Background: an optimization exercise with open tools, aiming at small area and a short achievable clock period. Do not read the settings as production practice.
RTL that was checked went through simulation tests only; none was proved equivalent to the original.
The flow treats the clock pin as an ideal source. Dropping or thinning the clock tree relies on that and would not hold on a real chip.

## before
==> flow/design.v <==
module SPI_RAM(din,clk,rst_n,rx_valid,dout);
input [9:0] din;
input clk,rst_n,rx_valid;
output reg [7:0] dout;
reg [3:0] cnt;            
reg [7:0] wr_addr;
reg wz;                   
reg [7:0] rd_addr;
reg wp;                   
reg [7:0] wdata;
reg [7:0] rm;             
reg [7:0] rs;             
reg wr, wr_n;             
wire [7:0] wd = wdata ^ {8{~cnt[3]}};
wire [3:0] cntm2 = cnt - 4'd2;
wire [7:0] tap [0:31];
genvar r;
generate
    for (r = 0; r < 32; r = r + 1) begin : ring
        reg [63:0] q;     
        wire sel = (wr_addr[7:3] == r);
        wire a = sel & wr;
        wire b = ~sel | wr_n;
        always @(posedge clk)
            q <= {q[55:0], ~((q[63:56] | {8{a}}) & (wd | {8{b}}))};
        assign tap[r] = q[7:0];
    end
endgenerate
wire put = rx_valid && din[9:8] == 2'b01;
wire wld = rx_valid && din[9:8] == 2'b00;
wire at1 = (cnt[2:0] + 3'd1 == wr_addr[2:0]);
wire wp_nx = (rst_n & put) | (wp & ~wr);
wire wr_nx = (rst_n & put & at1) | (wp & ~wr & at1);
always @(posedge clk)
    cnt <= cnt + 4'd1;
always @(posedge clk) begin
    wp   <= wp_nx;
    wr   <= wr_nx;
    wr_n <= ~wr_nx;
    if (put)
        wdata <= din[7:0];
    wr_addr <= {8{~(wz & ~wp) | wld}} & (wld ? din[7:0] : wr_addr);
    wz <= ~rst_n | (wz & ~(rx_valid && din[9:8] == 2'b00));
    rd_addr <= {8{rst_n}} & ((rx_valid && din[9:8] == 2'b10) ? din[7:0] : rd_addr);
    rm <= tap[rd_addr[7:3]];
    if (cntm2[2:0] == rd_addr[2:0])
        rs <= rm ^ {8{cntm2[3]}};
    if (rx_valid && din[9:8] == 2'b11)
        dout <= rs;
end
endmodule
module SPI_Slave(MOSI,clk,SS_n,tx_data,rst_n,MISO,rx_valid,rx_data);
    input MOSI,clk,SS_n,rst_n;
    input [7:0] tx_data;
    output reg MISO,rx_valid;
    output [9:0] rx_data;
localparam IDLE  = 3'd0;
localparam CHK   = 3'd1;
localparam WRITE = 3'd2;
localparam RDATA = 3'd3;
localparam RADD  = 3'd4;
reg [2:0] cs;
reg [3:0] bit_count;
reg read_ctrl;            
reg is_read_cmd;          
reg flag;                 
reg b0;                   
reg [9:0] sh;             
wire idle  = (cs == IDLE);
wire chk   = (cs == CHK);
wire wpath = (cs == WRITE);
wire rdata = (cs == RDATA);
wire radd  = (cs == RADD);
wire bc9   = (bit_count == 4'd9);
wire bc10  = (bit_count == 4'd10);
assign rx_data = {sh[9:1], wpath ? b0 : sh[0]};
wire cap = rx_valid & rx_data[9] & rx_data[8];
reg [2:0] cs_go;
always @* begin
    case (cs)
        IDLE:  cs_go = CHK;
        CHK:   cs_go = is_read_cmd ? (read_ctrl ? RDATA : RADD) : WRITE;
        WRITE, RADD, RDATA: cs_go = bc10 ? IDLE : cs;
        default: cs_go = IDLE;
    endcase
end
wire miso_go   = ~idle & ((rdata & ~bc10) ? (flag & ~bit_count[3] & tx_data[~bit_count[2:0]]) : MISO);
wire miso_hold = ~idle & MISO;
wire rc_go     = (radd & bc9) | (read_ctrl & ~(rdata & bc9));
wire fl_keep   = flag | cap;
wire fl_go     = fl_keep & ~(rdata & bc9);
wire rv_go     = (wpath | radd) & bc9;
always @(posedge clk)
    sh <= {sh[8:0], MOSI};
always @(posedge clk) begin
    cs          <= (rst_n & ~SS_n) ? cs_go : IDLE;
    MISO        <= rst_n & (SS_n ? miso_hold : miso_go);
    read_ctrl   <= rst_n & (SS_n ? read_ctrl : rc_go);
    flag        <= rst_n & (SS_n ? fl_keep : fl_go);
    rx_valid    <= rst_n & ~SS_n & rv_go;
    is_read_cmd <= rst_n & ((chk & ~SS_n) ? MOSI : is_read_cmd);
    b0          <= rst_n & ((rx_valid & wpath) ? sh[0] : b0);
end
always @(posedge clk) begin
    if (chk)
        bit_count <= 4'd0;
    else
        bit_count <= bit_count + 4'd1;
end
endmodule
module TopModule(MOSI,clk,SS_n,rst_n,MISO);
    input MOSI,clk,SS_n,rst_n;
    output MISO;
    wire [9:0] rx_data;
    wire rx_valid;
    wire [7:0] tx_data;
    SPI_Slave spi_slave (MOSI,clk,SS_n,tx_data,rst_n,MISO,rx_valid,rx_data);
    SPI_RAM ram(rx_data,clk,rst_n,rx_valid,tx_data);
endmodule
Settings: LEC_CHECK=0, CAP_MARGIN=30, CORE_MARGIN=2, CORE_UTILIZATION=40, SETUP_SLACK_MARGIN=4.8, SLEW_MARGIN=20; clock period 7.0 ns.
standard.sh (not shown) runs the stock make flow with config.mk's settings and CLKGATE_MAP_FILE= SYNTH_SCRIPT=/design/flow/synth_recipe.tcl, a recipe that flattens the netlist after the stock synthesis.
==> flow/flow/run.sh <==
#!/bin/bash
# The standard layout (standard.sh) with these changes:
#  - synthesis maps the logic with an area-oriented ABC script (abc.script
#    here, in place of ORFS's abc_speed.script); every other synthesis step,
#    and so every register, is the standard synthesis's;
#  - ports are buffered with buf_4 cells;
#  - TritonCTS builds the clock tree from larger sink clusters, without
#    dummy loads; clock_top.tcl then replaces its root by four inverters on
#    the clock port and its branch buffers by inverters, and runs the
#    post-CTS timing repair.
# Each make run writes its output to a log here; each ORFS step keeps its
# own log under orfs/logs/.
set -euo pipefail
here=$(pwd)
rm -rf "$here/scripts_abc"
cp -r "$FLOW_HOME/scripts" "$here/scripts_abc"
cp "$here/flow/abc.script" "$here/scripts_abc/abc_speed.script"
bash standard.sh "SCRIPTS_DIR=$here/scripts_abc" synth > synth.log 2>&1
export BUFFER_PORTS_ARGS="-buffer_cell sky130_fd_sc_hd__buf_4"
export CTS_ARGS="-sink_clustering_enable -repair_clock_nets -dont_use_dummy_load -buf_list {sky130_fd_sc_hd__clkbuf_16 sky130_fd_sc_hd__clkbuf_8 sky130_fd_sc_hd__clkbuf_4} -root_buf sky130_fd_sc_hd__clkbuf_16 -sink_clustering_buffer sky130_fd_sc_hd__clkbuf_16 -sink_buffer_max_cap_derate 1.0 -sink_clustering_size 30 -sink_clustering_max_diameter 80"
export SKIP_CTS_REPAIR_TIMING=1
export POST_CTS_TCL="$here/flow/clock_top.tcl"
bash standard.sh finish > make.log 2>&1
Other scripts of this flow, unchanged in this note and not shown: flow/flow/abc.script, flow/flow/clock_top.tcl
What after does differently from before at the input level:
-- flow/design.v --
<<< before, line 28
endgenerate
wire put = rx_valid && din[9:8] == 2'b01;
wire wld = rx_valid && din[9:8] == 2'b00;
wire at1 = (cnt[2:0] + 3'd1 == wr_addr[2:0]);
wire wp_nx = (rst_n & put) | (wp & ~wr);
>>> after, line 28
endgenerate
wire put = rx_valid && din[9:8] == 2'b01;
wire at1 = (cnt[2:0] + 3'd1 == wr_addr[2:0]);
wire wp_nx = (rst_n & put) | (wp & ~wr);
<<< before, line 40
    if (put)
        wdata <= din[7:0];
    wr_addr <= {8{~(wz & ~wp) | wld}} & (wld ? din[7:0] : wr_addr);
    wz <= ~rst_n | (wz & ~(rx_valid && din[9:8] == 2'b00));
    rd_addr <= {8{rst_n}} & ((rx_valid && din[9:8] == 2'b10) ? din[7:0] : rd_addr);
>>> after, line 39
    if (put)
        wdata <= din[7:0];
    if (rx_valid && din[9:8] == 2'b00)
        wr_addr <= din[7:0];
    else if (wz && !wp)
        wr_addr <= 8'd0;
    wz <= ~rst_n | (wz & ~(rx_valid && din[9:8] == 2'b00));
    rd_addr <= {8{rst_n}} & ((rx_valid && din[9:8] == 2'b10) ? din[7:0] : rd_addr);
==> comparison <==
- Every run in the comparison, before and after, completed the flow with a clean layout.
- NOTE: maximum frequency in after exceeds that of before
- Compared with before, after shows final hold slack lower by 0.0053 ns.
- | area taken by flip-flops and latches | after vs before | ≈ equal |
- Between before and after, the difference in die area is negligible.
- The synthesized instance count of after and that of before are within noise of each other.
- Global placement routability congestion (after / before): 1.06
- The cell type of the slowest stage on the worst timing path comes out sky130_fd_sc_hd__dfxtp_2 in one run and sky130_fd_sc_hd__a221oi_1 in the other, namely in after and before respectively.
- Compared after against before; xor/xnor share of the synthesized area within noise.
- Compared to before, after has largest stage delay on the critical path 0.04 ns lower.
- Lower critical path depth was reported by after, not before.
- The detailed-router iteration count before antenna repair of after is lower than that of before.
- Comparing before and after, the higher first-pass GRT wire length is on before.
- after has footprint of the multi-input gates below what before had.
The RTL of before was laid out without a check of its function.

## what the ideal ports hide
In the flow no input, the clock included, has a driving cell. The finished layouts below were timed again as built, in two steps. Step 1 (the two cells are an assumption about what drives the block):
set clk [get_ports {clk}]
set_driving_cell -lib_cell sky130_fd_sc_hd__clkbuf_16 $clk
set_driving_cell -lib_cell sky130_fd_sc_hd__buf_2 [delete_from_list [all_inputs] $clk]
Step 2 adds t to the input delays and takes it off the output delays; t is the mean of the earliest and latest rising clock arrival at the registers after step 1. Input paths then give back, and output paths get back, about the clock's delay inside the block. Slacks: no drivers / after step 1 / after step 2; pairs: no drivers / after step 1.
run	shift t [ns]	setup WS [ns]	worst setup path after step 2
before	0.616	4.753 / 4.514 / 4.580	input to register
after	0.610	4.767 / 4.517 / 4.559	input to register
After both steps setup and hold are still met in every run listed. For after, which loses most, drivers alone change the setup slack by -0.250 ns; drivers and shift together by -0.208 ns.
